What follows belongs to an exercise in optimizing a design on an open flow for a short achievable clock period and few clock cycles; a production flow would make more cautious choices.
Function was checked by simulation only, so behaviour that the tests miss may differ from the original.
No activity file was given, so power comes from the tool's default toggle rates.

### design/flow/run.sh
#!/bin/bash
# synth_recipe.tcl (not shown) runs the flow's synth.tcl, then flattens the netlist and writes it again
# the make line also repeats each setting of config.mk as NAME=value (left out here)
make -C /OpenROAD-flow-scripts/flow DESIGN_CONFIG=/design/flow/config.mk WORK_HOME=/design/flow/orfs CLKGATE_MAP_FILE= SYNTH_SCRIPT=/design/flow/synth_recipe.tcl finish
### design/flow/config.mk
export PLATFORM = sky130hd
export DESIGN_NAME = msprocessor
export DESIGN_NICKNAME = msprocessor
export VERILOG_FILES = /design/flow/design.v
export SDC_FILE = /design/flow/constraint.sdc
export NUM_CORES = 4
export LEC_CHECK = 0
export CAP_MARGIN = 20
export CORE_MARGIN = 2
export CORE_UTILIZATION = 40
export PLACE_DENSITY = 0.6
export SLEW_MARGIN = 20
### design/flow/constraint.sdc
create_clock -name core_clock -period 7.5 [get_ports {clk}]
set_input_delay 1.5000 -clock core_clock [delete_from_list [all_inputs] [get_ports {clk}]]
set_output_delay 1.5000 -clock core_clock [all_outputs]
set_load 0.01 [all_outputs]
### design/flow/design.v
module constant_value #(parameter W=8, V=0) (A);
	output [W-1:0] A;  
	assign A = V;
endmodule
module register_WE #(parameter W = 8) (A,B,clk,rst,enb);
		input [W-1:0] A;
		input clk,rst,enb;
		output reg [W-1:0] B;
		always@(posedge clk)
		begin
		if(rst == 1) begin
			B <= 0;
		end
		else begin
			if(enb == 1) begin
				B <= A;
			end
		end		
		end
endmodule
module my_2mux #(parameter W=4) (A,B,C,D);
	input [W-1:0] A,B;
	input C;
	output reg [W-1:0] D;
	always@* 
	begin
		if ( C == 0 )
			D = A;
		else
			D = B;
	end
endmodule
module my_4mux #(parameter W=4) (A,B,C,D,E,F);
	input [W-1:0] A,B,C,D;
	input [1:0] E;
	output reg [W-1:0] F;
	always@* 
	begin
		if ( E == 2'b00  )
			F = A;
		else if ( E == 2'b01 )
			F = B;
		else if ( E == 2'b10  )
			F = C;
		else
			F = D;
	end
endmodule
module shifter #(parameter W=8) (data, sh, sh_data);
input [W-1:0] data;  
input [2:0] sh;  
output reg [W-1:0] sh_data;  
always@* begin
	case(sh)
		3'b001: sh_data = 0;  
		3'b010: sh_data = {data[W-2:0],data[W-1]};  
		3'b011: sh_data = {data[0],data[W-1:1]};  
		3'b100: sh_data = {data[W-2:0],1'b0};  
		3'b101: sh_data = {data[W-1],data[W-1:1]};  
		3'b110: sh_data = {1'b0,data[W-1:1]};  
		default: sh_data = data;  
	endcase
end
endmodule
module register_file #(parameter W=8) (din1,Rn,Rm,Rd,wrt,R7Write,rst,clk,dout1,dout2);
	input [W-1:0] din1;
	input [2:0] Rn,Rm,Rd;
	input rst,wrt,R7Write,clk;
	output [W-1:0] dout1,dout2;
	reg [W-1:0] regs [0:7];
	integer i;
	always@(posedge clk)
	begin
		if(rst == 1) begin
			for(i=0;i<8;i=i+1) regs[i] <= 0;
		end
		else begin
			if(wrt == 1) regs[Rd] <= din1;
			if(R7Write == 1) regs[7] <= din1;
		end
	end
	assign dout1 = (R7Write && Rn == 3'd7) ? din1 : regs[Rn];
	assign dout2 = (R7Write && Rm == 3'd7) ? din1 : regs[Rm];
endmodule
module alu #(parameter W=4) (clk,rst,enb,updateFlags,A,B,C,CONTROL,CO,OVF,N,Z);
	input clk,rst,enb;
	input updateFlags;
	input [W-1:0] A,B;
	input [2:0] CONTROL;
	output reg CO,OVF,N,Z;  
	output reg [W-1:0] C;
	reg nCO,nOVF,nN,nZ;  
	reg setFlags;  
	always@*
	begin
	nCO = 0;
	nOVF = 0;
	setFlags = 0;
	C = 0;
	if ( CONTROL == 3'b000)
	begin
		{nCO,C} = A + B;  
		if ( (A[W-1] == B[W-1] ) && (A[W-1] != C[W-1] ))  
			nOVF = 1;  
		setFlags = 1;
	end
	else if ( CONTROL == 3'b001)
	begin
		{nCO,C} = A + {1'b0,~B} + 1'b1;  
		if ( (A[W-1] != B[W-1] ) && (A[W-1] != C[W-1] ))  
			nOVF = 1;
		setFlags = 1;
	end
	else if ( CONTROL == 3'b010)
	begin
		{nCO,C} = B + {1'b0,~A} + 1'b1;  
		if ( (A[W-1] != B[W-1] ) && (B[W-1] != C[W-1] ))  
			nOVF = 1;
		setFlags = 1;
	end
	else if ( CONTROL == 3'b011)
	begin
		C = A ^ B; 			 
		setFlags = 1;
	end
	else if ( CONTROL == 3'b100)
	begin
		C = A & B; 			 
		setFlags = 1;
	end
	else if ( CONTROL == 3'b101)
	begin
		C = A | B;			 
		setFlags = 1;
	end
	else if ( CONTROL == 3'b110)
	begin
		C = B; 			 
	end
	else
	begin
		C = A;			 
	end
	nN = C[W-1];  
	nZ = ( C == 0);  
	end
	always@(posedge clk)
	begin
		if(rst == 1) begin
			CO <= 0;
			OVF <= 0;
			N <= 0;
			Z <= 0;
		end
		else if(enb && updateFlags && setFlags) begin
			CO <= nCO;
			OVF <= nOVF;
			N <= nN;
			Z <= nZ;
		end
	end
endmodule
module datapath(
	PCWrite,
	CLK,
	RST,
	AdrSrc,
	MemW,
	IRWrite,
	RA1Src,
	RegWrite,
	R7Write,
	ALUSrcA,
	updateFlags,
	reg_enb,
	ALUControl,
	ALUSrcB,
	RA2Src,
	RA3Src,
	ResultSrc,
	shift,
	WD3Src,
	C,
	V,
	N,
	Z,
	ALUA,
	ALUB,
	alures,
	counter,
	instruction,
	mem,
	rd2,
	result,
	shiftd,
	mem_addr,
	mem_rdata,
	mem_wdata,
	mem_we
);
input wire	PCWrite;
input wire	CLK;
input wire	RST;
input wire	AdrSrc;
input wire	MemW;
input wire	IRWrite;
input wire	RA1Src;
input wire	RegWrite;
input wire	R7Write;
input wire	ALUSrcA;
input wire	updateFlags;
input wire	reg_enb;
input wire	[2:0] ALUControl;
input wire	[1:0] ALUSrcB;
input wire	[1:0] RA2Src;
input wire	[1:0] RA3Src;
input wire	[1:0] ResultSrc;
input wire	[2:0] shift;
input wire	[1:0] WD3Src;
output wire	C;
output wire	V;
output wire	N;
output wire	Z;
output wire	[7:0] ALUA;
output wire	[7:0] ALUB;
output wire	[7:0] alures;
output wire	[7:0] counter;
output wire	[15:0] instruction;
output wire	[15:0] mem;
output wire	[7:0] rd2;
output wire	[7:0] result;
output wire	[7:0] shiftd;
output wire	[7:0] mem_addr;
input wire	[15:0] mem_rdata;
output wire	[7:0] mem_wdata;
output wire	mem_we;
wire	[7:0] ALUOut;
wire	[7:0] ALUResult;
wire	[7:0] DATA;
wire	enb;
wire	[15:0] INSTR;
wire	[15:0] MEM_ALTERA_SYNTHESIZED;
wire	[7:0] ONE;
wire	[7:0] PC;
wire	[2:0] RA1;
wire	[2:0] RA2;
wire	[2:0] RA3;
wire	[7:0] RD_ALTERA_SYNTHESIZED2;
wire	[7:0] Result_ALTERA_SYNTHESIZED;
wire	[2:0] SEVEN;
wire	[7:0] shifted;
wire	[2:0] SIX;
wire	[7:0] WD3;
wire	[7:0] SYNTHESIZED_WIRE_0;
wire	[7:0] SYNTHESIZED_WIRE_1;
wire	[7:0] SYNTHESIZED_WIRE_2;
wire	[7:0] SYNTHESIZED_WIRE_3;
wire	[7:0] SYNTHESIZED_WIRE_4;
wire	SYNTHESIZED_WIRE_5;
wire	[7:0] SYNTHESIZED_WIRE_6;
assign	ALUA = SYNTHESIZED_WIRE_0;
assign	ALUB = SYNTHESIZED_WIRE_1;
assign	SYNTHESIZED_WIRE_5 = 1;
register_WE	b2v_inst(
	.clk(CLK),
	.rst(RST),
	.enb(PCWrite),
	.A(Result_ALTERA_SYNTHESIZED),
	.B(PC));
	defparam	b2v_inst.W = 8;
alu	b2v_inst1(
	.clk(CLK),
	.rst(RST),
	.enb(enb),
	.updateFlags(updateFlags),
	.A(SYNTHESIZED_WIRE_0),
	.B(SYNTHESIZED_WIRE_1),
	.CONTROL(ALUControl),
	.CO(C),
	.OVF(V),
	.N(N),
	.Z(Z),
	.C(ALUResult));
	defparam	b2v_inst1.W = 8;
constant_value	b2v_inst10(
	.A(SIX));
	defparam	b2v_inst10.V = 6;
	defparam	b2v_inst10.W = 3;
my_2mux	b2v_inst11(
	.C(RA1Src),
	.A(INSTR[5:3]),
	.B(SEVEN),
	.D(RA1));
	defparam	b2v_inst11.W = 3;
constant_value	b2v_inst12(
	.A(SEVEN));
	defparam	b2v_inst12.V = 7;
	defparam	b2v_inst12.W = 3;
register_file	b2v_inst13(
	.wrt(RegWrite),
	.rst(RST),
	.clk(CLK),
	.R7Write(R7Write),
	.din1(WD3),
	.Rd(RA3),
	.Rm(RA2),
	.Rn(RA1),
	.dout1(SYNTHESIZED_WIRE_2),
	.dout2(SYNTHESIZED_WIRE_3));
	defparam	b2v_inst13.W = 8;
register_WE	b2v_inst14(
	.clk(CLK),
	.rst(RST),
	.enb(enb),
	.A(SYNTHESIZED_WIRE_2),
	.B(SYNTHESIZED_WIRE_4));
	defparam	b2v_inst14.W = 8;
register_WE	b2v_inst15(
	.clk(CLK),
	.rst(RST),
	.enb(enb),
	.A(SYNTHESIZED_WIRE_3),
	.B(RD_ALTERA_SYNTHESIZED2));
	defparam	b2v_inst15.W = 8;
shifter	b2v_inst19(
	.data(RD_ALTERA_SYNTHESIZED2),
	.sh(shift),
	.sh_data(shifted));
	defparam	b2v_inst19.W = 8;
my_2mux	b2v_inst2(
	.C(AdrSrc),
	.A(PC),
	.B(Result_ALTERA_SYNTHESIZED),
	.D(SYNTHESIZED_WIRE_6));
	defparam	b2v_inst2.W = 8;
my_2mux	b2v_inst20(
	.C(ALUSrcA),
	.A(SYNTHESIZED_WIRE_4),
	.B(PC),
	.D(SYNTHESIZED_WIRE_0));
	defparam	b2v_inst20.W = 8;
my_4mux	b2v_inst21(
	.A(shifted),
	.B(INSTR[7:0]),
	.C(ONE),
	.D(8'b0),
	.E(ALUSrcB),
	.F(SYNTHESIZED_WIRE_1));
	defparam	b2v_inst21.W = 8;
constant_value	b2v_inst22(
	.A(ONE));
	defparam	b2v_inst22.V = 1;
	defparam	b2v_inst22.W = 8;
register_WE	b2v_inst28(
	.clk(CLK),
	.rst(RST),
	.enb(enb),
	.A(ALUResult),
	.B(ALUOut));
	defparam	b2v_inst28.W = 8;
my_4mux	b2v_inst31(
	.A(ALUOut),
	.B(DATA),
	.C(ALUResult),
	.D(8'b0),
	.E(ResultSrc),
	.F(Result_ALTERA_SYNTHESIZED));
	defparam	b2v_inst31.W = 8;
assign	mem_addr = SYNTHESIZED_WIRE_6;
assign	mem_we = MemW;
assign	mem_wdata = RD_ALTERA_SYNTHESIZED2;
assign	MEM_ALTERA_SYNTHESIZED = mem_rdata;
register_WE	b2v_inst4(
	.clk(CLK),
	.rst(RST),
	.enb(IRWrite),
	.A(MEM_ALTERA_SYNTHESIZED),
	.B(INSTR));
	defparam	b2v_inst4.W = 16;
register_WE	b2v_inst5(
	.clk(CLK),
	.rst(RST),
	.enb(enb),
	.A(MEM_ALTERA_SYNTHESIZED[7:0]),
	.B(DATA));
	defparam	b2v_inst5.W = 8;
my_4mux	b2v_inst7(
	.A(DATA),
	.B(Result_ALTERA_SYNTHESIZED),
	.C(PC),
	.D(8'b0),
	.E(WD3Src),
	.F(WD3));
	defparam	b2v_inst7.W = 8;
my_4mux	b2v_inst8(
	.A(INSTR[8:6]),
	.B(INSTR[10:8]),
	.C(SIX),
	.D(3'b0),
	.E(RA3Src),
	.F(RA3));
	defparam	b2v_inst8.W = 3;
my_4mux	b2v_inst9(
	.A(INSTR[2:0]),
	.B(INSTR[8:6]),
	.C(SIX),
	.D(INSTR[10:8]),
	.E(RA2Src),
	.F(RA2));
	defparam	b2v_inst9.W = 3;
assign	enb = reg_enb;
assign	alures = ALUResult;
assign	counter = PC;
assign	instruction = INSTR;
assign	mem = MEM_ALTERA_SYNTHESIZED;
assign	rd2 = RD_ALTERA_SYNTHESIZED2;
assign	result = Result_ALTERA_SYNTHESIZED;
assign	shiftd = shifted;
endmodule
module controller(rst,instr,clk,PCWrite,AdrSrc,MemW,IRWrite,RA1Src,RA2Src,RA3Src,WD3Src,RegWrite,R7Write,Shift,ALUSrcA,ALUSrcB,ALUControl,ResultSrc,updateFlags,Z,N,V,C,RUN);
input [15:0] instr;
input clk,rst,RUN;
input Z,N,V,C;
output reg PCWrite,AdrSrc,MemW,IRWrite,RA1Src,RegWrite,R7Write,ALUSrcA,updateFlags;
output reg [1:0] RA2Src,RA3Src,WD3Src,ALUSrcB,ResultSrc;
output reg [2:0] Shift,ALUControl;
reg [3:0] state;
reg dRA1Src;
reg [1:0] dRA2Src,dRA3Src;
always@(posedge clk)
begin
	if(rst == 1) state <= 4'b0000;  
	else if (RUN == 1) begin
		if(state == 4'b0000) state <= 4'b0001;  
		else if(state == 4'b0001) begin
			if(instr[15:14] == 2'b00) begin
				state <= 4'b0010 ; 
			end
			else if(instr[15:14] == 2'b01) begin
				if(instr[13:12] == 2'b00) begin
					state <= 4'b0011 ; 
				end
				else if(instr[13:12] == 2'b01) begin
					state <= 4'b1011 ; 
				end
				else if(instr[13:12] == 2'b10) begin
					state <= 4'b0011 ; 
				end
			end
			else if(instr[15:14] == 2'b10) begin
				if(instr[13:11] == 3'b000) begin
					state <= 4'b1000 ; 
				end
				else if(instr[13:11] == 3'b001) begin
					state <= 4'b1010 ; 
				end
				else if(instr[13:11] == 3'b010) begin
					state <= 4'b1001 ; 
				end
				else if(instr[13:11] == 3'b011) begin
					if(Z == 1) state <= 4'b1000 ; 
					else state <= 4'b0000;  
				end
				else if(instr[13:11] == 3'b100) begin
					if(Z == 0) state <= 4'b1000 ; 
					else state <= 4'b0000;  
				end
				else if(instr[13:11] == 3'b101) begin
					if(C == 1) state <= 4'b1000 ; 
					else state <= 4'b0000;  
				end
				else if(instr[13:11] == 3'b110) begin
					if(C == 0) state <= 4'b1000 ; 
					else state <= 4'b0000;  
				end
			end
		end
		else if(state == 4'b0011) begin
			if(instr[13:12] == 2'b00) state <= 4'b0101;  
			else if(instr[13:12] == 2'b10) state <= 4'b0100;  
		end
		else if(state == 4'b0010) state <= 4'b0111;  
		else if(state == 4'b1011) state <= 4'b0000;  
		else if(state == 4'b0111) state <= 4'b0000;  
		else if(state == 4'b0100) state <= 4'b0000;  
		else if(state == 4'b0101) state <= 4'b0110;  
		else if(state == 4'b0110) state <= 4'b0000;  
		else if(state == 4'b1000) state <= 4'b0000;  
		else if(state == 4'b1001) state <= 4'b0000;  
		else if(state == 4'b1010) state <= 4'b0000;  
	end
end
always@(*)
	begin
	if(instr[15:14] == 2'b10) dRA1Src = 1;  
	else dRA1Src = 0;
	if(instr[15:9] == 7'b00000 || instr[15:9] == 7'b00001 || instr[15:9] == 7'b00010 
			|| instr[15:9] == 7'b00011 || instr[15:9] == 7'b00100)  dRA2Src = 2'b00;  
	else if(instr[15:9] == 7'b00101 || instr[15:9] == 7'b00110 || instr[15:9] == 7'b00111 
			|| instr[15:9] == 7'b01000 || instr[15:9] == 7'b01001 || instr[15:9] == 7'b01010) dRA2Src = 2'b01;  
	else if(instr[15:14] == 2'b01 && instr[13:12] == 2'b10) dRA2Src = 2'b01;  
	else if(instr[15:14] == 2'b10 && instr[13:11] == 3'b010) dRA2Src = 2'b11;  
	else dRA2Src = 2'b00;
	if(instr[15:14] == 2'b00 || (instr[15:14] == 2'b01 && instr[13:12] == 2'b00)) dRA3Src = 2'b00;  
	else if(instr[15:14] == 2'b01 && instr[13:12] == 2'b01) dRA3Src = 2'b01;  
	else if(instr[15:14] == 2'b10 && instr[13:11] == 3'b001) dRA3Src = 2'b10;  
	else dRA3Src = 2'b00;
	end
always@(*)
	begin
	PCWrite = 0;
	AdrSrc = 0;
	MemW = 0;
	IRWrite = 0;
	RegWrite = 0;
	R7Write = 0;
	Shift = 3'b000;
	ALUSrcA = 0;
	ALUSrcB = 2'b00;
	ALUControl = 3'b000;
	ResultSrc = 2'b00;
	updateFlags = 0;
	RA1Src = dRA1Src;
	RA2Src = dRA2Src;
	RA3Src = dRA3Src;
	WD3Src = 2'b01;
	if(state == 4'b0000) begin
		PCWrite = 1;
		AdrSrc = 0;
		MemW = 0;
		IRWrite = 1;
		RegWrite = 0;
		R7Write = 0;
		Shift = 3'b000;
		ALUSrcA = 1;
		ALUSrcB = 2'b10;
		ALUControl = 3'b000;
		ResultSrc = 2'b10;
		updateFlags = 0;
	end
	else if(state == 4'b0001) begin
		PCWrite = 0;
		AdrSrc = 0;
		MemW = 0;
		IRWrite = 0;
		WD3Src = 2'b01;
		RegWrite = 0;
		R7Write = 1;
		Shift = 3'b000;
		ALUSrcA = 1;
		ALUSrcB = 2'b10;
		ALUControl = 3'b000;
		ResultSrc = 2'b10;
		updateFlags = 0;
	end
	else if(state == 4'b0101) begin
		PCWrite = 0;
		AdrSrc = 1;
		MemW = 0;
		IRWrite = 0;
		RegWrite = 0;
		R7Write = 0;
		Shift = 3'b000;
		ALUSrcA = 0;
		ALUSrcB = 2'b00;
		ALUControl = 3'b000;
		ResultSrc = 2'b00;
		updateFlags = 0;
	end
	else if(state == 4'b1011) begin
		PCWrite = 0;
		AdrSrc = 0;
		MemW = 0;
		IRWrite = 0;
		RegWrite = 1;
		R7Write = 0;
		Shift = 3'b000;
		ALUSrcA = 0;
		ALUSrcB = 2'b01;
		ALUControl = 3'b110;
		ResultSrc = 2'b10;
		updateFlags = 0;
	end
	else if(state == 4'b0010) begin
		PCWrite = 0;
		AdrSrc = 0;
		MemW = 0;
		IRWrite = 0;
		RegWrite = 0;
		R7Write = 0;
		if(instr[13:9] == 5'b00101) 		Shift = 3'b001;  
		else if(instr[13:9] == 5'b00110) Shift = 3'b010;  
		else if(instr[13:9] == 5'b00111) Shift = 3'b011;  
		else if(instr[13:9] == 5'b01000)	Shift = 3'b100;  
		else if(instr[13:9] == 5'b01001)	Shift = 3'b101;  
		else if(instr[13:9] == 5'b01010) Shift = 3'b110;  
		ALUSrcA = 0;
		ALUSrcB = 2'b00;
		if(instr[13:9] == 5'b00000) ALUControl = 3'b000;  
		else if(instr[13:9] == 5'b00001) ALUControl = 3'b001;  
		else if(instr[13:9] == 5'b00010) ALUControl = 3'b100;  
		else if(instr[13:9] == 5'b00011) ALUControl = 3'b101;  
		else if(instr[13:9] == 5'b00100) ALUControl = 3'b011;  
		else if(instr[13:9] == 5'b00101) ALUControl = 3'b110;  
		else if(instr[13:9] == 5'b00110) ALUControl = 3'b110;  
		else if(instr[13:9] == 5'b00111) ALUControl = 3'b110;  
		else if(instr[13:9] == 5'b01000) ALUControl = 3'b110;  
		else if(instr[13:9] == 5'b01001) ALUControl = 3'b110;  
		else if(instr[13:9] == 5'b01010) ALUControl = 3'b110;  
		ResultSrc = 2'b00;
		updateFlags = 1;
	end
	else if(state == 4'b0011) begin
		PCWrite = 0;
		AdrSrc = 0;
		MemW = 0;
		IRWrite = 0;
		RegWrite = 0;
		R7Write = 0;
		Shift = 3'b000;
		ALUSrcA = 0;
		ALUSrcB = 2'b00;
		ALUControl = 3'b111;
		ResultSrc = 2'b00;
		updateFlags = 0;
	end
	else if(state == 4'b0100) begin
		PCWrite = 0;
		AdrSrc = 1;
		MemW = 1;
		IRWrite = 0;
		RegWrite = 0;
		R7Write = 0;
		Shift = 3'b000;
		ALUSrcA = 0;
		ALUSrcB = 2'b00;
		ALUControl = 3'b000;
		ResultSrc = 2'b00;
		updateFlags = 0;
	end
	else if(state == 4'b1000) begin
		WD3Src = 2'b01;
		PCWrite = 1;
		AdrSrc = 0;
		MemW = 0;
		IRWrite = 0;
		RegWrite = 0;
		R7Write = 1;
		Shift = 3'b000;
		ALUSrcA = 0;
		ALUSrcB = 2'b01;
		ALUControl = 3'b000;
		ResultSrc = 2'b10;
		updateFlags = 0;
	end
	else if(state == 4'b1010) begin
		WD3Src = 2'b10;
		PCWrite = 1;
		AdrSrc = 0;
		MemW = 0;
		IRWrite = 0;
		RegWrite = 1;
		R7Write = 1;
		Shift = 3'b000;
		ALUSrcA = 0;
		ALUSrcB = 2'b01;
		ALUControl = 3'b000;
		ResultSrc = 2'b10;
		updateFlags = 0;
	end
	else if(state == 4'b1001) begin
		WD3Src = 2'b01;
		PCWrite = 1;
		AdrSrc = 0;
		MemW = 0;
		IRWrite = 0;
		RegWrite = 0;
		R7Write = 1;
		Shift = 3'b000;
		ALUSrcA = 0;
		ALUSrcB = 2'b00;
		ALUControl = 3'b110;
		ResultSrc = 2'b10;
		updateFlags = 0;
	end
	else if(state == 4'b0110) begin
		WD3Src = 2'b00;
		PCWrite = 0;
		AdrSrc = 0;
		MemW = 0;
		IRWrite = 0;
		RegWrite = 1;
		R7Write = 0;
		Shift = 3'b000;
		ALUSrcA = 0;
		ALUSrcB = 2'b00;
		ALUControl = 3'b000;
		ResultSrc = 2'b00;
		updateFlags = 0;
	end
	else if(state == 4'b0111) begin
		RA3Src = 2'b00;
		WD3Src = 2'b01;
		PCWrite = 0;
		AdrSrc = 0;
		MemW = 0;
		IRWrite = 0;
		RegWrite = 1;
		R7Write = 0;
		Shift = 3'b000;
		ALUSrcA = 0;
		ALUSrcB = 2'b00;
		ALUControl = 3'b000;
		ResultSrc = 2'b00;
		updateFlags = 0;
	end
end
endmodule
module msprocessor(clk,RESET,RUN,MemAddr,MemRData,MemWE,MemWData);
input clk, RESET, RUN;
output [7:0] MemAddr;     
input [15:0] MemRData;    
output MemWE;             
output [7:0] MemWData;
wire [15:0] inst;
wire C,Z,N,V;
wire PCWrite,AdrSrc,MemW,IRWrite,RA1Src,RegWrite,R7Write,ALUSrcA,updateFlags;
wire [1:0] RA2Src,RA3Src,WD3Src,ALUSrcB,ResultSrc;
wire [2:0] Shift,ALUControl;
datapath dpt(.CLK(clk),.RST(RESET),.PCWrite(PCWrite&RUN),.AdrSrc(AdrSrc),.MemW(MemW&RUN),.IRWrite(IRWrite&RUN),
				.RA1Src(RA1Src),.RA2Src(RA2Src),.RA3Src(RA3Src),.WD3Src(WD3Src),
					.RegWrite(RegWrite&RUN),.R7Write(R7Write&RUN),.shift(Shift),.ALUSrcA(ALUSrcA),
						.ALUSrcB(ALUSrcB),.ALUControl(ALUControl),.ResultSrc(ResultSrc),.C(C),.Z(Z),
							.N(N),.V(V),.counter(),.alures(),.result(),.shiftd(),
								.mem(),.updateFlags(updateFlags),.ALUB(),.ALUA(),.reg_enb(RUN),.instruction(inst),.rd2(),
									.mem_addr(MemAddr),.mem_rdata(MemRData),.mem_wdata(MemWData),.mem_we(MemWE));
controller cont(.rst(RESET),.clk(clk),.PCWrite(PCWrite),.AdrSrc(AdrSrc),.MemW(MemW),.IRWrite(IRWrite),
				.RA1Src(RA1Src),.RA2Src(RA2Src),.RA3Src(RA3Src),.WD3Src(WD3Src),
					.RegWrite(RegWrite),.R7Write(R7Write),.Shift(Shift),.ALUSrcA(ALUSrcA),
						.ALUSrcB(ALUSrcB),.ALUControl(ALUControl),.ResultSrc(ResultSrc),.updateFlags(updateFlags),.instr(inst),
							.C(C),.Z(Z),.N(N),.V(V),.RUN(RUN));
endmodule
==> results of run 1 <==
layer usage:
metal,track usage,vias up,share of wire
met5,0,-,0
met4,0.1217,0,0.045
met3,0.02869,78,0.054
met2,0.4193,309,0.47
met1,0.3306,4035,0.43
li1,-,3926,-
cells by family (layout without fill, tap and decap cells):
family / Yosys count / in the layout / share of synthesized area
xor+xnor: 4 / 4 / 0.003834
buf+inv: 112 / 121 / 0.05174
fa+ha+maj: 36 / 36 / 0.05092
compound gates: 315 / 315 / 0.2449
mux: 89 / 89 / 0.1068
simple gates: 388 / 388 / 0.1958
flops: 126 / 126 / 0.3461
worst paths after layout:
path                                    end  slack [ns]  depth (start not counted)
setup / recovery  dpt.b2v_inst13.regs[7][6]        2.11                         17
hold / removal          dpt.b2v_inst14.B[3]        0.49                          2
setup reg to reg  dpt.b2v_inst13.regs[7][6]        2.11                         17
hold reg to reg         dpt.b2v_inst14.B[3]        0.49                          2
power groups by stage:
stage	Clock [uW]	Combinational [uW]	Sequential, uW
after floorplan	0	424	804
after global placement	0	589	836
after detailed placement	0	590	837
after CTS	776	593	823
after global routing	803	656	830
final	767	599	824
through the flow:
| stage | instances | power, uW | hold slack [ns] |
|---|---|---|---|
| global placement | 1332 | 1425 | 0.4761 |
| finish | 1364 | 2190 | 0.4928 |
| detailed placement | 1332 | 1427 | 0.4889 |
| CTS | 1364 | 2192 | 0.4965 |
| floorplan | 1070 | 1228 | 0.4286 |
| global route | 1364 | 2289 | 0.5279 |
critical path: stages, from the launching register on:
cell and delay, ns:
dfxtp_1 0.52, buf_4 0.30, nor2b_1 0.48, nor2b_1 0.61, a2111oi_0 0.14, o21ai_1 0.33, ha_1 0.27, inv_1 0.07
fa_1 0.41, o21bai_1 0.19, a21oi_1 0.15, o31a_1 0.34, nand2_1 0.09, nand2_1 0.06, a22oi_1 0.18, a22oi_1 0.21
a31oi_2 0.63, nor2_1 0.12
cell usage after synthesis (all sizes together), types with 4 or more instances:
library cell,n
mux2,28
o21bai,7
mux4,4
or3,5
mux2i,57
a211oi,17
inv,39
a21o,6
nor2b,17
edfxtp,64
buf,29
a221oi,13
nand2b,16
nor3,22
ha,34
and3,7
o41ai,4
a221o,4
o21ai,67
o22ai,19
or2,5
o31ai,5
nor2,158
o22a,4
a21oi,72
dfxtp,62
o211ai,14
a31oi,8
o211a,5
a2111oi,4
a22o,5
clkbuf,43
a2bb2oi,5
nor3b,7
o221ai,8
nand2,115
nand3,16
a22oi,17
flip-flops by register name, indices dropped and copies added (netlist names):
register	cells
dpt.b2v_inst14.B	8
dpt.b2v_inst4.B	16
dpt.b2v_inst13.regs	64
dpt.b2v_inst5.B	8
dpt.b2v_inst1.CO	1
dpt.b2v_inst15.B	8
dpt.b2v_inst28.B	8
dpt.b2v_inst1.Z	1
dpt.b2v_inst.B	8
cont.state	4
cell type report:
class | count | area, sq um
clock buffers | 22 | 479.2
clock inverters | 10 | 62.56
fillers | 2185 | 12320
inverters | 40 | 150.1
multi-input cells | 832 | 5527
flip-flops and latches | 126 | 3163
well taps | 285 | 356.6
repair buffers | 49 | 445.4
==> metrics.md, run 1 <==
| Metric | Value |
|---|---|
| # DRC | 0 |
| Final setup fails | 0 |
| Final #Nets | 1,121 |
| Max-Cap Viols | 0 |
| Fmax | 185.6 MHz |
| Final instance area | 0.01018 sq mm |
| Clock power frac | 0.350 |
| Pint | about 1400 uW |
| CTS tree | built |
| Worst Tran Pin Value | 1.057 ns |
| Async SR Flop Fraction | 0 |
| Post-CTS Resized | 0 |
| Crit path kind | register to register |
| Boundary pin count | 36 |
| H-Tree Level Count | 4 |
| Most frequent cells in the layout | 157 x nor2_1, 114 x nand2_1, 72 x a21oi_1 |
| Final worst-path cycle share | 0.7185 |
| Pre-antenna DRT Iters | 5 |
| CORE AREA | 0.02250 sq mm |
| Die Y | 155.2 um |
| Final Max Slew Viols | 0 |
| Antenna-violating nets left | 0 |
| Vias in the first global route | 8,184 |
| Final critical-path required period | 5.389 ns |
| Gpl congestion | 0.9336 |
| Placed Area | between 0.009 and 0.01 sq mm |
| Full die area | 0.02407 sq mm |
| Distinct cells, synth | 89 |
| Syn-to-layout area delta | 11.42% |
| Worst Path Max Fanout | 19 |
| Min-delay src | dpt.b2v_inst14.B[3] |
| Row cnt | 55 |
| Comb power frac | 0.274 |
| Synth Register Bits | around 130 |
| Grt total ovfl | 0 |
| Worst Hold Class | register to register |
| Final Hold Fails | 0 |
| RSZ-0062 raised after global routing | no |
| Via density per instance | a little over 6 |
| Cell taking the most area after synthesis | edfxtp_1 |
| Number of post-CTS setup repair buffers | 0 |
| Ant. Diodes | 0 |
| Top-area cell type share of the netlist area | 0.2103 |
| Setup TNS | 0 ns |
| Pre-CTS setup slack | 2.253 ns |
| Post-synthesis sequential area ratio | 0.3461 |
| Crit path capture type | register |
| Post-synth top flop | edfxtp_1 |
| CP Launch Type | register |
| Initial antenna violation count | 0 |
| CTS buffer count | 17 |
| Slew Limit Headroom | 0.2925 |
| Final HPWL DP | 21.57 mm |
| Worst setup path start | cont.state[3] |
| Main area contributors after synthesis | edfxtp_1 21%, dfxtp_1 14%, nor2_1 6.4% |
| EDFF count, synth | 64 |
| Worst Skew | 0.01177 ns |
| Final worst slack | about 2.1 ns |
| Post-Syn Nets | 1,125 |
| Starting Density | 0.4062 |
| Sequential power share | 0.376 |
| Root Buffer | clkbuf_16 |
| Largest net degree at the start of global routing | 75 |
| Leak Pwr | about 0.004 uW |
| Power Density | 215.1 mW/mm^2 |
| Count of input and output buffers | 35 |
| Clk Latency, worst-skew pair | 0.42 ns |
| First-pass GRT wire length | 47.00 mm |
| Final cell utilization of the core | 0.4525 |
| Sw power | 749.9 uW |
| WP data required | 7.64 ns |
| Mapped Area | 0.009140 sq mm |
| Wire per inst | between 20 and 25 um |
| RR Startpoint | cont.state[3] |
| Layout cell share with drive strength beyond 1 | 0.1066 |
| WP data arrival | 5.53 ns |
| GRT Resource Usage Total | 0.2532 |
| Die width | 155.2 um |
| # clock sinks | 126 |
| Status | complete, no violations |
| # hold bufs at CTS | 0 |
| Syn Inst Count | 1,070 |
| Syn Area/Cell | 8.542 sq um |
| Total number of yosys warnings | 10 |
| Drt total wl | 29.94 mm |
| Clock Pin Slew Worst Setup and Hold Paths | 0.06 ns |
| Sw Share | 0.3423 |
| Most common cell after layout, fill and taps aside | nor2_1 |
| Total number of vias | 8,348 |
| CTS Buffer Depth | 2 |
| Maximum vdd drop | 0.1604 mV |
| DRT iter0 DRCs | 797 |
Testbench counts, summed over its fixed seeds: cycles 44,472.
==> run 2, diff against run 1 <==
--- a/design/flow/design.v
+++ b/design/flow/design.v
@@ -724,19 +724,137 @@
 output [7:0] MemWData;
-wire [15:0] inst;
-wire C,Z,N,V;
-wire PCWrite,AdrSrc,MemW,IRWrite,RA1Src,RegWrite,R7Write,ALUSrcA,updateFlags;
-wire [1:0] RA2Src,RA3Src,WD3Src,ALUSrcB,ResultSrc;
-wire [2:0] Shift,ALUControl;
-datapath dpt(.CLK(clk),.RST(RESET),.PCWrite(PCWrite&RUN),.AdrSrc(AdrSrc),.MemW(MemW&RUN),.IRWrite(IRWrite&RUN),
-				.RA1Src(RA1Src),.RA2Src(RA2Src),.RA3Src(RA3Src),.WD3Src(WD3Src),
-					.RegWrite(RegWrite&RUN),.R7Write(R7Write&RUN),.shift(Shift),.ALUSrcA(ALUSrcA),
-						.ALUSrcB(ALUSrcB),.ALUControl(ALUControl),.ResultSrc(ResultSrc),.C(C),.Z(Z),
-							.N(N),.V(V),.counter(),.alures(),.result(),.shiftd(),
-								.mem(),.updateFlags(updateFlags),.ALUB(),.ALUA(),.reg_enb(RUN),.instruction(inst),.rd2(),
-									.mem_addr(MemAddr),.mem_rdata(MemRData),.mem_wdata(MemWData),.mem_we(MemWE));
-controller cont(.rst(RESET),.clk(clk),.PCWrite(PCWrite),.AdrSrc(AdrSrc),.MemW(MemW),.IRWrite(IRWrite),
-				.RA1Src(RA1Src),.RA2Src(RA2Src),.RA3Src(RA3Src),.WD3Src(WD3Src),
-					.RegWrite(RegWrite),.R7Write(R7Write),.Shift(Shift),.ALUSrcA(ALUSrcA),
-						.ALUSrcB(ALUSrcB),.ALUControl(ALUControl),.ResultSrc(ResultSrc),.updateFlags(updateFlags),.instr(inst),
-							.C(C),.Z(Z),.N(N),.V(V),.RUN(RUN));
+reg [7:0] A;         
+reg [7:0] pc;        
+reg dmode;           
+reg st;              
+reg ld_we;           
+reg [2:0] ld_rd;     
+reg [7:0] wd;        
+reg halted;
+reg Zf, Cf;
+reg [7:0] R [0:6];   
+reg ev;              
+reg [15:0] eir;      
+reg [7:0] epc2;      
+reg [7:0] elink;     
+assign MemAddr = A;
+assign MemWData = wd;
+assign MemWE = st & RUN;
+wire [4:0] e_op = eir[13:9];
+wire [2:0] e_rd = eir[8:6];
+wire [2:0] e_rn = eir[5:3];
+wire [2:0] e_rm = eir[2:0];
+wire e_isdp  = ev && eir[15:14] == 2'b00 && e_op <= 5'd10;
+wire e_isldi = ev && eir[15:12] == 4'b0101;
+wire e_isbl  = ev && eir[15:11] == 5'b10001;
+wire e_setf  = e_isdp && e_op <= 5'd4;
+wire [7:0] ea = (e_rn == 3'd7) ? epc2 : R[e_rn];
+wire [7:0] eb = (e_rm == 3'd7) ? epc2 : R[e_rm];
+wire [7:0] es = (e_rd == 3'd7) ? epc2 : R[e_rd];
+reg [7:0] e_res;
+reg e_c;
+always @* begin
+	e_c = 1'b0;
+	case (e_op)
+		5'd0: {e_c, e_res} = {1'b0, ea} + {1'b0, eb};
+		5'd1: {e_c, e_res} = {1'b0, ea} + {1'b0, ~eb} + 9'd1;
+		5'd2: e_res = ea & eb;
+		5'd3: e_res = ea | eb;
+		5'd4: e_res = ea ^ eb;
+		5'd6: e_res = {es[6:0], es[7]};
+		5'd7: e_res = {es[0], es[7:1]};
+		5'd8: e_res = {es[6:0], 1'b0};
+		5'd9: e_res = {es[7], es[7:1]};
+		5'd10: e_res = {1'b0, es[7:1]};
+		default: e_res = 8'h00;
+	endcase
+end
+wire [2:0] e_wreg = e_isldi ? eir[10:8] : e_isbl ? 3'd6 : e_rd;
+wire e_we = (e_isdp || e_isldi || e_isbl) && e_wreg != 3'd7;
+wire [7:0] e_wshort = e_isldi ? eir[7:0] : elink;
+wire [7:0] e_wdata = e_isdp ? e_res : e_wshort;
+wire Zn = e_setf ? (e_res == 8'h00) : Zf;
+wire Cn = e_setf ? e_c : Cf;
+wire [15:0] I = MemRData;
+wire f_dp   = I[15:14] == 2'b00;
+wire f_mem  = I[15:14] == 2'b01;
+wire f_br   = I[15:14] == 2'b10;
+wire f_halt = I[15:14] == 2'b11;
+wire f_ldr  = f_mem && I[13:12] == 2'b00;
+wire f_ldi  = f_mem && I[13:12] == 2'b01;
+wire f_str  = f_mem && I[13:12] == 2'b10;
+wire [2:0] cond = I[13:11];
+wire f_bl   = f_br && cond == 3'b001;
+wire f_bx   = f_br && cond == 3'b010;
+wire [7:0] pc1 = pc + 8'd1;
+wire [7:0] pc2 = pc + 8'd2;
+wire [2:0] f_in = I[5:3];    
+wire [2:0] f_im = I[8:6];    
+wire [2:0] f_ix = I[10:8];   
+wire e_fwd = e_we && !e_isdp;
+wire [7:0] f_rn = (f_in == 3'd7) ? pc2 : (e_fwd && e_wreg == f_in) ? e_wshort : R[f_in];
+wire [7:0] f_rm = (f_im == 3'd7) ? pc2 : (e_fwd && e_wreg == f_im) ? e_wshort : R[f_im];
+wire [7:0] f_rx = (f_ix == 3'd7) ? pc2 : (e_fwd && e_wreg == f_ix) ? e_wshort : R[f_ix];
+wire hazard = e_isdp && e_we &&
+	(((f_ldr || f_str) && e_rd == I[5:3]) || (f_str && e_rd == I[8:6]) || (f_bx && e_rd == I[10:8]));
+reg taken;
+always @* begin
+	case (cond)
+		3'b000: taken = 1'b1;
+		3'b001: taken = 1'b1;
+		3'b011: taken = Zn;
+		3'b100: taken = !Zn;
+		3'b101: taken = Cn;
+		3'b110: taken = !Cn;
+		default: taken = 1'b0;
+	endcase
+end
+wire [7:0] target = pc2 + I[7:0];
+wire [7:0] nxt = f_bx ? f_rx : (f_br && taken) ? target : pc1;
+integer i;
+always @(posedge clk) begin
+	if (RESET) begin
+		A <= 8'h00;
+		pc <= 8'h00;
+		dmode <= 1'b0;
+		st <= 1'b0;
+		halted <= 1'b0;
+		ev <= 1'b0;
+		Zf <= 1'b0;
+		Cf <= 1'b0;
+		for (i = 0; i < 7; i = i + 1) R[i] <= 8'h00;
+	end else if (RUN) begin
+		if (dmode) begin
+			if (ld_we) R[ld_rd] <= MemRData[7:0];
+			dmode <= 1'b0;
+			st <= 1'b0;
+			A <= pc;
+		end else begin
+			if (e_we) R[e_wreg] <= e_wdata;
+			if (e_setf) begin
+				Zf <= Zn;
+				Cf <= Cn;
+			end
+			ev <= 1'b0;
+			if (halted || hazard) begin
+			end else if (f_halt) begin
+				halted <= 1'b1;
+			end else if (f_ldr || f_str) begin
+				dmode <= 1'b1;
+				st <= f_str;
+				ld_we <= f_ldr && I[8:6] != 3'd7;
+				ld_rd <= I[8:6];
+				wd <= f_rm;
+				A <= f_rn;
+				pc <= pc1;
+			end else begin
+				ev <= f_dp || f_ldi || f_bl;
+				eir <= I;
+				epc2 <= pc2;
+				elink <= pc1;
+				A <= nxt;
+				pc <= nxt;
+			end
+		end
+	end
+end
 endmodule
==> run 2 against run 1 <==
Register-to-register slack gained 0.12 ns. Critical endpoint is now A[1]. Utilization shrank 0.76 points. Total power grew 6.2%. Wire length grew 36%. Clock skew is essentially flat. Sequential power grew about 10%. Non-clock buffer count grew 1. Hold slack lost 0.023 ns. Design area grew 25%. Largest cell class unchanged.
==> metrics.md, run 2 <==
| Metric | Value |
|---|---|
| Status | complete, no violations |
| # DRC | 0 |
| Final setup fails | 0 |
| CTS Buffer Depth | 2 |
| Syn Area/Cell | around 10 sq um |
| Worst Tran Pin Value | 1.128 ns |
| Crit path kind | register to register |
| Slew Limit Headroom | 0.2481 |
| Die width | 174.6 um |
| Clk Latency, worst-skew pair | around 0.44 ns |
| Post-CTS Resized | 0 |
| Sw Share | 0.3203 |
| Largest reg by FF count | R |
| H-Tree Level Count | 4 |
| Number of filler cells placed in the layout | 2,785 |
| Mapped Area | 0.01164 sq mm |
| Largest net degree at the start of global routing | 43 |
| First-pass GRT wire length | 61.51 mm |
| Clock power frac | 0.380 |
| Vias in the first global route | 9,537 |
| GRT Resource Usage Total | 0.2678 |
| Die Y | 174.6 um |
| EDFF count, synth | 100 |
| Post-synth top flop | edfxtp_1 |
| Sequential power share | 0.390 |
| Ant. Diodes | 0 |
| Syn Inst Count | 1,153 |
| Wire per inst | around 27 um |
| Top-area cell type share of the netlist area | 0.2579 |
| Worst Hold Class | register to register |
| Fmax | 189.9 MHz |
| CP max-delay cell | dfxtp_2 |
| Boundary pin count | 36 |
| Syn-to-layout area delta | 9.683% |
| Worst path max stage delay | 0.69 ns |
| RSZ-0062 raised after global routing | no |
| Pint | 1581 uW |
| Bufs and invs on worst path | 1 |
| Final #Nets | roughly 1.2k |
| Max-Cap Viols | 0 |
| Final instance area | 0.01277 sq mm |
| Max FFs per register | 64 |
| Async SR Flop Fraction | 0 |
| Distinct cells, synth | 91 |
| Maximum vdd drop | 0.1462 mV |
| Sw power | 744.9 uW |
| Placed Area | 0.01218 sq mm |
| Final critical-path required period | between 5 and 6 ns |
| Final Hold Fails | 0 |
| Final Max Slew Viols | 0 |
| # hold bufs at CTS | 0 |
| Crit path capture type | register |
| Grt total ovfl | 0 |
| Pre-antenna DRT Iters | 8 |
| Most common cell after layout, fill and taps aside | nand2_1 |
| CORE AREA | 0.02870 sq mm |
| Worst Path Max Fanout | 16 |
| Delay-heaviest family, CP | compound AO/OA/AOI/OAI gates |
| CTS buffer count | 17 |
| Cell with the most instances after synthesis | nand2_1 |
| Worst Skew | 0.01152 ns |
| Total number of yosys warnings | 1 |
| Initial antenna violation count | 0 |
| Gpl congestion | 0.9881 |
| Power Density | 182.1 mW/mm^2 |
| WP data required | between 7 and 8 ns |
| Count of input and output buffers | 35 |
| Total power | 2326 uW |
| Synth Register Bits | about 140 |
| Cells along the critical path | mux4_2, mux2i_1, a21o_1, inv_1, ha_1, fa_1, a21o_1, a31o_1, a21oi_1, xnor2_1, a221oi_2, nand4b_4, o311ai_2, nand3_1, mux2i_1, a2111oi_0, a221o_1 |
| Comb power frac | 0.229 |
| CP Launch Type | register |
| Row cnt | 62 |
| Total number of vias | around 10k |
| Setup TNS | 0 ns |
| Via density per instance | 6.607 |
| Starting Density | 0.4056 |
| Final worst-path cycle share | 0.7020 |
| # clock sinks | roughly 140 |
| Top flop regs | R (64), eir (16) |
| Final HPWL DP | 29.64 mm |
| Most frequent cells in the layout | 121 x nand2_1, 116 x nor2_1, 100 x edfxtp_1 |
| Post-synthesis sequential area ratio | 0.3250 |
| Post-Syn Nets | 1,209 |
| Layout cell share with drive strength beyond 1 | 0.1564 |
| Drt total wl | roughly 40 mm |
| WP data arrival | 5.65 ns |
| Root Buffer | clkbuf_16 |
| Number of post-CTS setup repair buffers | 0 |
| Top cells by count, synth | 121 x nand2_1, 116 x nor2_1, 100 x edfxtp_1 |
| Antenna-violating nets left | 0 |
| Full die area | 0.03049 sq mm |
| Main area contributors after synthesis | edfxtp_1 26%, mux4_2 16%, dfxtp_1 6.7% |
| DRT iter0 DRCs | 1,586 |
| Clock Pin Slew Worst Setup and Hold Paths | 0.07 ns |
| CTS tree | built |
| Cell taking the most area after synthesis | edfxtp_1 |
| Leak Pwr | ~0.005 uW |
==> run 2: cell type report <==
| cell class | instances | area [sq um] | share of cell area |
|---|---|---|---|
| clock buffer | 18 | 429.2 | 0.03361 |
| clock inverter | 14 | 161.4 | 0.01264 |
| inverter | 48 | 180.2 | 0.01411 |
| multi-input combinational | 882 | 7276 | 0.5698 |
| sequential | 139 | 3785 | 0.2964 |
| tap | 384 | 480.5 | 0.03763 |
| timing repair buffer | 50 | 457.9 | 0.03586 |
==> run 2: worst min-delay path, delay by kind of cell, from the launching register on <==
family	cells	cell delay, ns
AND/OR/NAND/NOR	1	0.06
AO/OA/AOI/OAI	1	0.06
flip-flops	1	0.31
==> run 2: final timing paths <==
path / startpoint / to / slack (ns) / cells past startpoint
worst max-delay path: register / A[1] / 2.24 / 17
worst min-delay path: A[3] / A[3] / 0.47 / 2
worst max register to register: register / A[1] / 2.24 / 17
worst min register to register: A[3] / A[3] / 0.47 / 2
==> run 2: power by group through the flow <==
| stage | Sequential (uW) | Clock, uW | Combinational (uW) |
|---|---|---|---|
| final | 908 | 884 | 533 |
| after global routing | 912 | 909 | 571 |
| after CTS | 905 | 884 | 524 |
| after detailed placement | 922 | 0 | 520 |
| after global placement | 920 | 0 | 518 |
| after floorplan | 884 | 0 | 403 |
==> run 2: per-layer routing <==
metal  track usage  vias up  part of all wire
li1              -     4354                 -
met1        0.4008     4975              0.43
met2        0.3841      722              0.42
met3       0.04743       91              0.11
met4        0.1049        0             0.039
met5             0        -                 0
==> run 2: cells by family after synthesis <==
family	count (synthesis)	synth area share
muxes	178	0.2452
AOI/OAI and AO/OA	249	0.1500
xor gates and xnor gates	36	0.02708
and+or+nand+nor	382	0.1609
buffers and inverters	132	0.05008
DFF	139	0.3250
adders and majority gates	37	0.04170
==> run 2: stage by stage <==
| step | utilization | cells | hold slack (ns) | setup slack, ns |
|---|---|---|---|---|
| detailed placement | 0.4243 | 1503 | 0.4616 | 1.906 |
| global route | 0.4449 | 1535 | 0.4928 | 1.833 |
| floorplan | - | 1153 | 0.4378 | 2.328 |
| finish | 0.4449 | 1535 | 0.4696 | 2.235 |
| CTS | 0.4449 | 1535 | 0.4702 | 1.883 |
| global placement | 0.4243 | 1503 | 0.4619 | 1.996 |
Testbench counts of run 2, summed over its fixed seeds: cycles 14,335.
==> run 3, diff against run 2 <==
--- a/design/flow/design.v
+++ b/design/flow/design.v
@@ -734,6 +734,10 @@
 reg [7:0] R [0:6];   
-reg ev;              
-reg [15:0] eir;      
-reg [7:0] epc2;      
-reg [7:0] elink;     
+reg [7:0] opA;       
+reg [7:0] opB;       
+reg [7:0] opS;       
+reg e_cin;           
+reg e_we;            
+reg [2:0] e_wreg;
+reg e_setf;          
+reg e_arith, e_and, e_or, e_xor, e_rol, e_ror, e_shl, e_asr, e_lsr, e_pass;
 assign MemAddr = A;
@@ -741,37 +745,18 @@
 assign MemWE = st & RUN;
-wire [4:0] e_op = eir[13:9];
-wire [2:0] e_rd = eir[8:6];
-wire [2:0] e_rn = eir[5:3];
-wire [2:0] e_rm = eir[2:0];
-wire e_isdp  = ev && eir[15:14] == 2'b00 && e_op <= 5'd10;
-wire e_isldi = ev && eir[15:12] == 4'b0101;
-wire e_isbl  = ev && eir[15:11] == 5'b10001;
-wire e_setf  = e_isdp && e_op <= 5'd4;
-wire [7:0] ea = (e_rn == 3'd7) ? epc2 : R[e_rn];
-wire [7:0] eb = (e_rm == 3'd7) ? epc2 : R[e_rm];
-wire [7:0] es = (e_rd == 3'd7) ? epc2 : R[e_rd];
-reg [7:0] e_res;
-reg e_c;
-always @* begin
-	e_c = 1'b0;
-	case (e_op)
-		5'd0: {e_c, e_res} = {1'b0, ea} + {1'b0, eb};
-		5'd1: {e_c, e_res} = {1'b0, ea} + {1'b0, ~eb} + 9'd1;
-		5'd2: e_res = ea & eb;
-		5'd3: e_res = ea | eb;
-		5'd4: e_res = ea ^ eb;
-		5'd6: e_res = {es[6:0], es[7]};
-		5'd7: e_res = {es[0], es[7:1]};
-		5'd8: e_res = {es[6:0], 1'b0};
-		5'd9: e_res = {es[7], es[7:1]};
-		5'd10: e_res = {1'b0, es[7:1]};
-		default: e_res = 8'h00;
-	endcase
-end
-wire [2:0] e_wreg = e_isldi ? eir[10:8] : e_isbl ? 3'd6 : e_rd;
-wire e_we = (e_isdp || e_isldi || e_isbl) && e_wreg != 3'd7;
-wire [7:0] e_wshort = e_isldi ? eir[7:0] : elink;
-wire [7:0] e_wdata = e_isdp ? e_res : e_wshort;
-wire Zn = e_setf ? (e_res == 8'h00) : Zf;
-wire Cn = e_setf ? e_c : Cf;
+wire [8:0] e_sum = {1'b0, opA} + {1'b0, opB} + {8'b0, e_cin};
+wire [7:0] e_res =
+	  ({8{e_arith}} & e_sum[7:0])
+	| ({8{e_and}} & (opA & opB))
+	| ({8{e_or}}  & (opA | opB))
+	| ({8{e_xor}} & (opA ^ opB))
+	| ({8{e_rol}} & {opS[6:0], opS[7]})
+	| ({8{e_ror}} & {opS[0], opS[7:1]})
+	| ({8{e_shl}} & {opS[6:0], 1'b0})
+	| ({8{e_asr}} & {opS[7], opS[7:1]})
+	| ({8{e_lsr}} & {1'b0, opS[7:1]})
+	| ({8{e_pass}} & opB);
+wire e_zarith = &(~((opA ^ opB) ^ {opA[6:0] | opB[6:0], e_cin}));
+wire e_zlogic = ~|(({8{e_and}} & (opA & opB)) | ({8{e_or}} & (opA | opB)) | ({8{e_xor}} & (opA ^ opB)));
+wire Zn = e_setf ? (e_arith ? e_zarith : e_zlogic) : Zf;
+wire Cn = e_setf ? (e_arith & e_sum[8]) : Cf;
 wire [15:0] I = MemRData;
@@ -787,13 +772,14 @@
 wire f_bx   = f_br && cond == 3'b010;
+wire [4:0] op = I[13:9];
+wire f_dpv  = f_dp && op <= 5'd10;
 wire [7:0] pc1 = pc + 8'd1;
 wire [7:0] pc2 = pc + 8'd2;
-wire [2:0] f_in = I[5:3];    
-wire [2:0] f_im = I[8:6];    
-wire [2:0] f_ix = I[10:8];   
-wire e_fwd = e_we && !e_isdp;
-wire [7:0] f_rn = (f_in == 3'd7) ? pc2 : (e_fwd && e_wreg == f_in) ? e_wshort : R[f_in];
-wire [7:0] f_rm = (f_im == 3'd7) ? pc2 : (e_fwd && e_wreg == f_im) ? e_wshort : R[f_im];
-wire [7:0] f_rx = (f_ix == 3'd7) ? pc2 : (e_fwd && e_wreg == f_ix) ? e_wshort : R[f_ix];
-wire hazard = e_isdp && e_we &&
-	(((f_ldr || f_str) && e_rd == I[5:3]) || (f_str && e_rd == I[8:6]) || (f_bx && e_rd == I[10:8]));
+wire [2:0] i_n = I[5:3];
+wire [2:0] i_m = I[2:0];
+wire [2:0] i_d = I[8:6];
+wire [2:0] i_x = I[10:8];
+wire [7:0] r_n = (i_n == 3'd7) ? pc2 : (e_we && e_wreg == i_n) ? e_res : R[i_n];
+wire [7:0] r_m = (i_m == 3'd7) ? pc2 : (e_we && e_wreg == i_m) ? e_res : R[i_m];
+wire [7:0] r_d = (i_d == 3'd7) ? pc2 : (e_we && e_wreg == i_d) ? e_res : R[i_d];
+wire [7:0] r_x = (i_x == 3'd7) ? pc2 : (e_we && e_wreg == i_x) ? e_res : R[i_x];
 reg taken;
@@ -811,3 +797,4 @@
 wire [7:0] target = pc2 + I[7:0];
-wire [7:0] nxt = f_bx ? f_rx : (f_br && taken) ? target : pc1;
+wire [7:0] nxt = f_bx ? r_x : (f_br && taken) ? target : pc1;
+wire f_sub = op == 5'd1;
 integer i;
@@ -820,3 +807,4 @@
 		halted <= 1'b0;
-		ev <= 1'b0;
+		e_we <= 1'b0;
+		e_setf <= 1'b0;
 		Zf <= 1'b0;
@@ -831,3 +819,3 @@
 		end else begin
-			if (e_we) R[e_wreg] <= e_wdata;
+			if (e_we) R[e_wreg] <= e_res;
 			if (e_setf) begin
@@ -836,4 +824,5 @@
 			end
-			ev <= 1'b0;
-			if (halted || hazard) begin
+			e_we <= 1'b0;
+			e_setf <= 1'b0;
+			if (halted) begin
 			end else if (f_halt) begin
@@ -843,12 +832,25 @@
 				st <= f_str;
-				ld_we <= f_ldr && I[8:6] != 3'd7;
-				ld_rd <= I[8:6];
-				wd <= f_rm;
-				A <= f_rn;
+				ld_we <= f_ldr && i_d != 3'd7;
+				ld_rd <= i_d;
+				wd <= r_d;
+				A <= r_n;
 				pc <= pc1;
 			end else begin
-				ev <= f_dp || f_ldi || f_bl;
-				eir <= I;
-				epc2 <= pc2;
-				elink <= pc1;
+				e_we <= (f_dpv && i_d != 3'd7) || (f_ldi && i_x != 3'd7) || f_bl;
+				e_setf <= f_dp && op <= 5'd4;
+				e_wreg <= f_ldi ? i_x : f_bl ? 3'd6 : i_d;
+				opA <= r_n;
+				opB <= f_ldi ? I[7:0] : f_bl ? pc1 : f_sub ? ~r_m : r_m;
+				opS <= r_d;
+				e_cin <= f_sub;
+				e_arith <= f_dp && (op == 5'd0 || op == 5'd1);
+				e_and <= f_dp && op == 5'd2;
+				e_or  <= f_dp && op == 5'd3;
+				e_xor <= f_dp && op == 5'd4;
+				e_rol <= f_dp && op == 5'd6;
+				e_ror <= f_dp && op == 5'd7;
+				e_shl <= f_dp && op == 5'd8;
+				e_asr <= f_dp && op == 5'd9;
+				e_lsr <= f_dp && op == 5'd10;
+				e_pass <= f_ldi || f_bl;
 				A <= nxt;
==> run 3 against run 2 <==
Total power shrank 9.9%. Worst setup slack gained 0.79 ns. Wire length shrank 20%. Clock-buffer cell count grew 3. Global-route usage shrank 1.3 points. Highest routed layer unchanged. Critical path type is now input pin to register. Still clean.
==> metrics.md, run 3 <==
| Metric | Value |
|---|---|
| Status | complete, no violations |
| Antenna-violating nets left | 0 |
| Ant. Diodes | 0 |
| Max FFs per register | 64 |
| Boundary pin count | 36 |
| Wire per inst | roughly 25 um |
| WP data required | 7.64 ns |
| Full die area | 0.02580 sq mm |
| # clock sinks | between 100 and 150 |
| Starting Density | 0.4058 |
| Cell with the most instances after synthesis | nor2_1 |
| Grt total ovfl | 0 |
| EDFF count, synth | about 110 |
| DRT iter0 DRCs | 1,017 |
| Largest reg by FF count | R |
| GRT Resource Usage Total | 0.2552 |
| Fmax | 223.3 MHz |
| Synth Register Bits | approximately 140 |
| Gpl congestion | 0.9602 |
| CP Capture Point | R[5][2] |
| Crit path kind | input pin to register |
| CP Launch Type | input pin |
| Crit path capture type | register |
| Worst Hold Class | register to register |
| Total number of vias | 8,231 |
| Final instance area | 0.01092 sq mm |
| Layout cell share with drive strength beyond 1 | 0.1320 |
| Syn Area/Cell | 10.13 sq um |
| Final setup fails | 0 |
| Most common cell after layout, fill and taps aside | nor2_1 |
| First-pass GRT wire length | 49.42 mm |
| Syn Inst Count | between 900 and 1k |
| Clk Latency, worst-skew pair | between 0.4 and 0.5 ns |
| Final critical-path required period | 4.479 ns |
| Syn-to-layout area delta | 11.29% |
| RR Startpoint | opA[0] |
| Final HPWL DP | 23.41 mm |
| Worst setup path start | RUN |
| CTS tree | built |
| Worst Path Max Fanout | 9 |
| CORE AREA | 0.02418 sq mm |
| Via density per instance | 6.327 |
| Row cnt | 57 |
| CTS Buffer Depth | 2 |
| Most frequent cells in the layout | 108 x nor2_1, 106 x edfxtp_1, 84 x nand2_1 |
| Post-synth top flop | edfxtp_1 |
| Reg2Reg Depth | 10 |
| Top cells by count, synth | 109 x nor2_1, 106 x edfxtp_1, 84 x nand2_1 |
| Final Max Slew Viols | 0 |
| Cells along the critical path | clkdlybuf4s50_1, nand3_1, nor2_1, a22oi_1, inv_1, nor3_1, buf_4 |
| Reg2reg end | A[3] |
| Setup TNS | 0 ns |
| Slew Limit Headroom | 0.2325 |
| Top-area cell type share of the netlist area | 0.3244 |
| Mapped Area | 0.009811 sq mm |
| Count of input and output buffers | 35 |
| Number of post-CTS setup repair buffers | 0 |
| Post-Syn Nets | a little over 1k |
| Cell taking the most area after synthesis | edfxtp_1 |
| Final #Nets | 1,011 |
| Main area contributors after synthesis | edfxtp_1 32%, mux4_2 14%, dfxtp_1 6.3% |
| WP data arrival | ~4.6 ns |
| CTS buffer count | 17 |
| Pre-antenna DRT Iters | 6 |
| R2R Setup Slk | 3.68 ns |
| Max-Cap Viols | 0 |
| Post-CTS Resized | 0 |
| Async SR Flop Fraction | 0 |
| Die width | 160.6 um |
| Worst Tran Pin Value | roughly 1.1 ns |
| Distinct cells, synth | 69 |
| Total power | 2096 uW |
| Die Y | 160.6 um |
| Maximum vdd drop | 0.1236 mV |
| Placed Area | 0.01034 sq mm |
| Root Buffer | clkbuf_16 |
| # hold bufs at CTS | 0 |
| Total number of yosys warnings | 1 |
| Post-synthesis sequential area ratio | 0.3877 |
| # DRC | 0 |
| RSZ-0062 raised after global routing | no |
| Number of filler cells placed in the layout | 2,282 |
| H-Tree Level Count | 4 |
| Worst Skew | roughly 0.011 ns |
| Final Hold Fails | 0 |
| Drt total wl | approximately 32 mm |
| Initial antenna violation count | 0 |
| Final worst-path cycle share | 0.5972 |
| Clock Pin Slew Worst Setup and Hold Paths | 0.07 ns |
| Power Density | slightly below 200 mW/mm^2 |
| Largest net degree at the start of global routing | 39 |
| Leak Pwr | 0.003909 uW |
| CP max-delay cell | nor3_1 |
| Worst path max stage delay | between 0.9 and 1 ns |
| Vias in the first global route | roughly 7.8k |
==> run 3: worst min-delay path by stage <==
stage               startpoint  end  slack (ns)  cells past startpoint
finish                      st   st        0.48                      2
global route                st   st        0.54                      2
CTS                         st   st        0.49                      2
detailed placement          st   st        0.48                      2
global placement            st   st        0.47                      2
floorplan                   st   st        0.45                      2
==> run 3: per-layer routing <==
metal / vias up / global-route usage / wire length [um]
li1: 3676 / - / -
met1: 4031 / 0.3510 / 13420
met2: 439 / 0.4001 / 14920
met3: 85 / 0.04545 / 2758
met4: 0 / 0.1061 / 1315
met5: - / 0 / 0
==> run 3: layout make-up <==
type / count / area (sq um) / share of cell area
multi-input combinational: 717 / 5545 / 0.5079
sequential: 137 / 3804 / 0.3484
clock buffer: 21 / 485.5 / 0.04446
timing repair buffer: 48 / 450.4 / 0.04126
tap: 324 / 405.4 / 0.03713
inverter: 43 / 161.4 / 0.01478
clock inverter: 11 / 66.31 / 0.006074
==> run 3: where the power goes <==
group	total, uW	leakage [uW]	internal [uW]	switching, uW
clock network	809	0.000286	462	347
logic	402	0.00233	165	237
registers	886	0.00129	850	35.6
total	2100	0.00391	1480	619
==> run 3: per-stage QoR <==
| step | utilization | setup slack, ns | std cells | hold slack, ns |
|---|---|---|---|---|
| 2_1_floorplan | - | 3.395 | 968 | 0.4489 |
| 6_report | 0.4516 | 3.021 | 1301 | 0.4803 |
| 3_3_place_gp | 0.4279 | 2.548 | 1268 | 0.4667 |
| 5_1_grt | 0.4516 | 2.674 | 1301 | 0.5395 |
| 3_5_place_dp | 0.4279 | 2.543 | 1268 | 0.4769 |
| 4_1_cts | 0.4507 | 2.994 | 1300 | 0.4871 |
==> run 3: kinds of logic after synthesis <==
logic type | count (synthesis) | synth area share
AND/OR/NAND/NOR | 305 | 0.1435
AO/OA/AOI/OAI | 248 | 0.1704
flip-flops | 137 | 0.3877
buffers and inverters | 114 | 0.04948
multiplexers | 92 | 0.1717
XOR/XNOR | 44 | 0.03928
adder cells (fa/ha/maj) | 28 | 0.03801
==> run 3: critical path: cells and delay by family <==
kind,cells,cell delay (ns)
AND/OR/NAND/NOR,3,1.45
AO/OA/AOI/OAI,1,0.63
buffers and inverters,3,1.03
Testbench counts of run 3, summed over its fixed seeds: cycles 14,335.
==> run 4, diff against run 3 <==
--- a/design/flow/config.mk
+++ b/design/flow/config.mk
@@ -7,2 +7,3 @@
 export LEC_CHECK = 0
+export ABC_CLOCK_PERIOD_IN_PS = 3000
 export CAP_MARGIN = 20
@@ -11,2 +12,3 @@
 export PLACE_DENSITY = 0.6
+export SETUP_SLACK_MARGIN = 4.4
 export SLEW_MARGIN = 20
==> run 4 against run 3 <==
Combinational power grew 39%. Clock skew is 0.0027 ns higher. Cell count increased by 8.8%. Still clean on timing, DRC and antenna. Clock-buffer cell count fell by 4. Critical path type is now input pin to output port. Area after synthesis did not move. Global-route usage rose by 2.8 points. Highest routed layer unchanged. Via count up 13%. Clock power up 2.7%. Design area increased by 20%. Register-to-register slack improved by 0.65 ns. Die area unchanged.
==> metrics.md, run 4 <==
| Metric | Value |
|---|---|
| Status | complete, no violations |
| Starting Density | 0.4058 |
| Slew Limit Headroom | 0.3052 |
| Pre-antenna DRT Iters | 6 |
| Final setup fails | 0 |
| H-Tree Level Count | 4 |
| Leak Pwr | 0.004816 uW |
| Worst Path Max Fanout | 2 |
| Setup TNS | 0 ns |
| CP max-delay cell | and2_4 |
| Worst Skew | 0.01390 ns |
| EDFF count, synth | 106 |
| Layout cell share with drive strength beyond 1 | 0.3382 |
| Total number of vias | 9,286 |
| Boundary pin count | 36 |
| Final #Nets | 1,125 |
| Cells along the critical path | buf_8, and2_4, buf_6 |
| DRT iter0 DRCs | roughly 1.1k |
| Post-Syn Nets | 1,015 |
| Cell with the most instances after synthesis | nor2_1 |
| Distinct cells, synth | a little under 70 |
| Final critical-path required period | 3.326 ns |
| Antenna-violating nets left | 0 |
| Count of input and output buffers | 35 |
| Synth Register Bits | about 140 |
| RR Startpoint | opB[0] |
| CP Launch Type | input pin |
| Fmax | 300.7 MHz |
| Post-synth top flop | edfxtp_1 |
| Most common cell after layout, fill and taps aside | edfxtp_1 |
| Final HPWL DP | 24.15 mm |
| CTS Buffer Depth | 2 |
| Die width | 160.6 um |
| Post-synthesis sequential area ratio | 0.3877 |
| Cell taking the most area after synthesis | edfxtp_1 |
| Top-area cell type share of the netlist area | 0.3244 |
| Initial antenna violation count | 0 |
| Final Hold Fails | 0 |
| Syn-to-layout area delta | 33.15% |
| Bufs and invs on worst path | 2 |
| Largest net degree at the start of global routing | 28 |
| # DRC | 0 |
| Root Buffer | clkbuf_16 |
| Die Y | 160.6 um |
| Clk Latency, worst-skew pair | 0.44 ns |
| Worst Tran Pin Value | 1.035 ns |
| Most frequent cells in the layout | 106 x edfxtp_1, 104 x nor2_1, 89 x buf_4 |
| Delay-heaviest family, CP | buffers and inverters |
| Crit path capture type | output port |
| Row cnt | 57 |
| Syn Inst Count | 968 |
| WP data required | 6.00 ns |
| Drt total wl | 37.69 mm |
| RSZ-0062 raised after global routing | yes |
| Final Max Slew Viols | 0 |
| Clock Pin Slew Worst Setup and Hold Paths | 0.07 ns |
| Total number of yosys warnings | 1 |
| Worst path max stage delay | 0.12 ns |
| GRT Resource Usage Total | 0.2830 |
| Gpl congestion | 0.9301 |
| Async SR Flop Fraction | 0 |
| Top cells by count, synth | 109 x nor2_1, 106 x edfxtp_1, 84 x nand2_1 |
| Mapped Area | 0.009811 sq mm |
| First-pass GRT wire length | approximately 55 mm |
| Max FFs per register | 64 |
| CTS tree | built |
| Worst Hold Class | register to register |
| CTS buffer count | 17 |
| Power Density | 174.3 mW/mm^2 |
| Final cell utilization of the core | 0.5403 |
| Grt total ovfl | 0 |
| Final worst-path cycle share | 0.4435 |
| Vias in the first global route | a little under 9k |
| Max-Cap Viols | 0 |
| Wire per inst | 26.63 um |
| Syn Area/Cell | 10.13 sq um |
| Ant. Diodes | 0 |
| Maximum vdd drop | 0.1111 mV |
| Full die area | 0.02580 sq mm |
| # hold bufs at CTS | 0 |
| Min-delay src | st |
| Via density per instance | 6.563 |
| CORE AREA | 0.02418 sq mm |
| Crit path kind | input pin to output port |
| Main area contributors after synthesis | edfxtp_1 32%, mux4_2 14%, dfxtp_1 6.3% |
| Worst setup path start | RUN |
| Largest reg by FF count | R |
| WP data arrival | 1.83 ns |
| # clock sinks | 137 |
-- run 4: cell counts after synthesis --
Identical to the previous run, type by type.
-- run 4: area by class of cell --
cell class / instances / area [sq um]
Tap cell: 324 / 405.4
Multi-Input combinational cell: 718 / 6350
Clock inverter: 15 / 143.9
Timing Repair Buffer: 161 / 1772
Clock buffer: 17 / 425.4
Sequential cell: 137 / 3805
Fill cell: 2019 / 11110
Inverter: 43 / 161.4
-- run 4: worst register-to-register path: cells and delay by family (launching register included) --
family | cells | cell delay, ns
adders and majority gates | 2 | 0.84
AOI/OAI and AO/OA | 6 | 1.30
DFF | 1 | 0.45
and+or+nand+nor | 2 | 0.50
-- run 4: kinds of logic after synthesis --
| family | count (synthesis) | synth area share |
|---|---|---|
| and+or+nand+nor | 305 | 0.1435 |
| muxes | 92 | 0.1717 |
| DFF | 137 | 0.3877 |
| buffers and inverters | 114 | 0.04948 |
| adders and majority gates | 28 | 0.03801 |
| AOI/OAI and AO/OA | 248 | 0.1704 |
| xor gates and xnor gates | 44 | 0.03928 |
-- run 4: report_power, final --
part           switching (uW)  leakage (uW)  total (uW)  internal, uW
Clock                     368      0.000262         831           462
Combinational             299       0.00326         559           260
Sequential               37.3       0.00129         887           850
Total                     705       0.00482        2280          1570
-- run 4: path summary, 6_finish.rpt --
path | cells past startpoint | to | slack (ns)
min reg2reg | 2 | st | 0.50
min | 2 | st | 0.50
max reg2reg | 10 | A[3] | 4.33
max | 3 | MemWE | 4.17
-- run 4: metal layers --
metal / track usage / part of all wire
met5: 0 / 0
met1: 0.3639 / 0.37
met2: 0.4579 / 0.46
met3: 0.06173 / 0.10
met4: 0.1314 / 0.062
-- run 4: per-stage QoR --
step / area (sq um) / hold WS (ns) / worst slack (ns) / std cells / total power, uW
after CTS: 12450 / 0.5110 / 4.160 / 1383 / 2212
final: 13060 / 0.5039 / 4.174 / 1415 / 2277
after global placement: 10500 / 0.4941 / 3.002 / 1271 / 1303
after detailed placement: 10500 / 0.4901 / 2.891 / 1271 / 1303
after floorplan: 10110 / 0.4543 / 4.071 / 968 / 1175
after global routing: 13060 / 0.5275 / 4.166 / 1415 / 2339
-- run 4: repair_timing --
| item | 4_1_cts | 5_1_grt |
|---|---|---|
| endpoints found under the setup margin | 209 | 156 |
| resized for setup | 189 | 77 |
| setup buffers | 72 | 30 |
| pin swaps | 48 | 43 |
| gates cloned | 8 | 2 |

-- what the ideal ports hide --
The results above use ideal ports. As a check the final layouts listed here were re-extracted and re-timed, cells and wires unchanged. Step 1 assumes that a clkbuf_16 drives the clock port and a buf_2 every other input. Step 2 also shifts input and output timing later by t, the mid clock arrival at the registers, as if the neighbouring blocks saw the same clock. Three values: ideal ports, drivers, drivers and shift; two values: the first two.
run	t, ns	slack for setup (ns)
run 1	0.456	2.111 / 2.111 / 2.111
run 2	0.479	2.235 / 2.235 / 2.087
run 3	0.477	3.021 / 3.049 / 2.572
run 4	0.478	4.174 / 4.133 / 3.866
After both steps setup and hold are still met in every run listed.
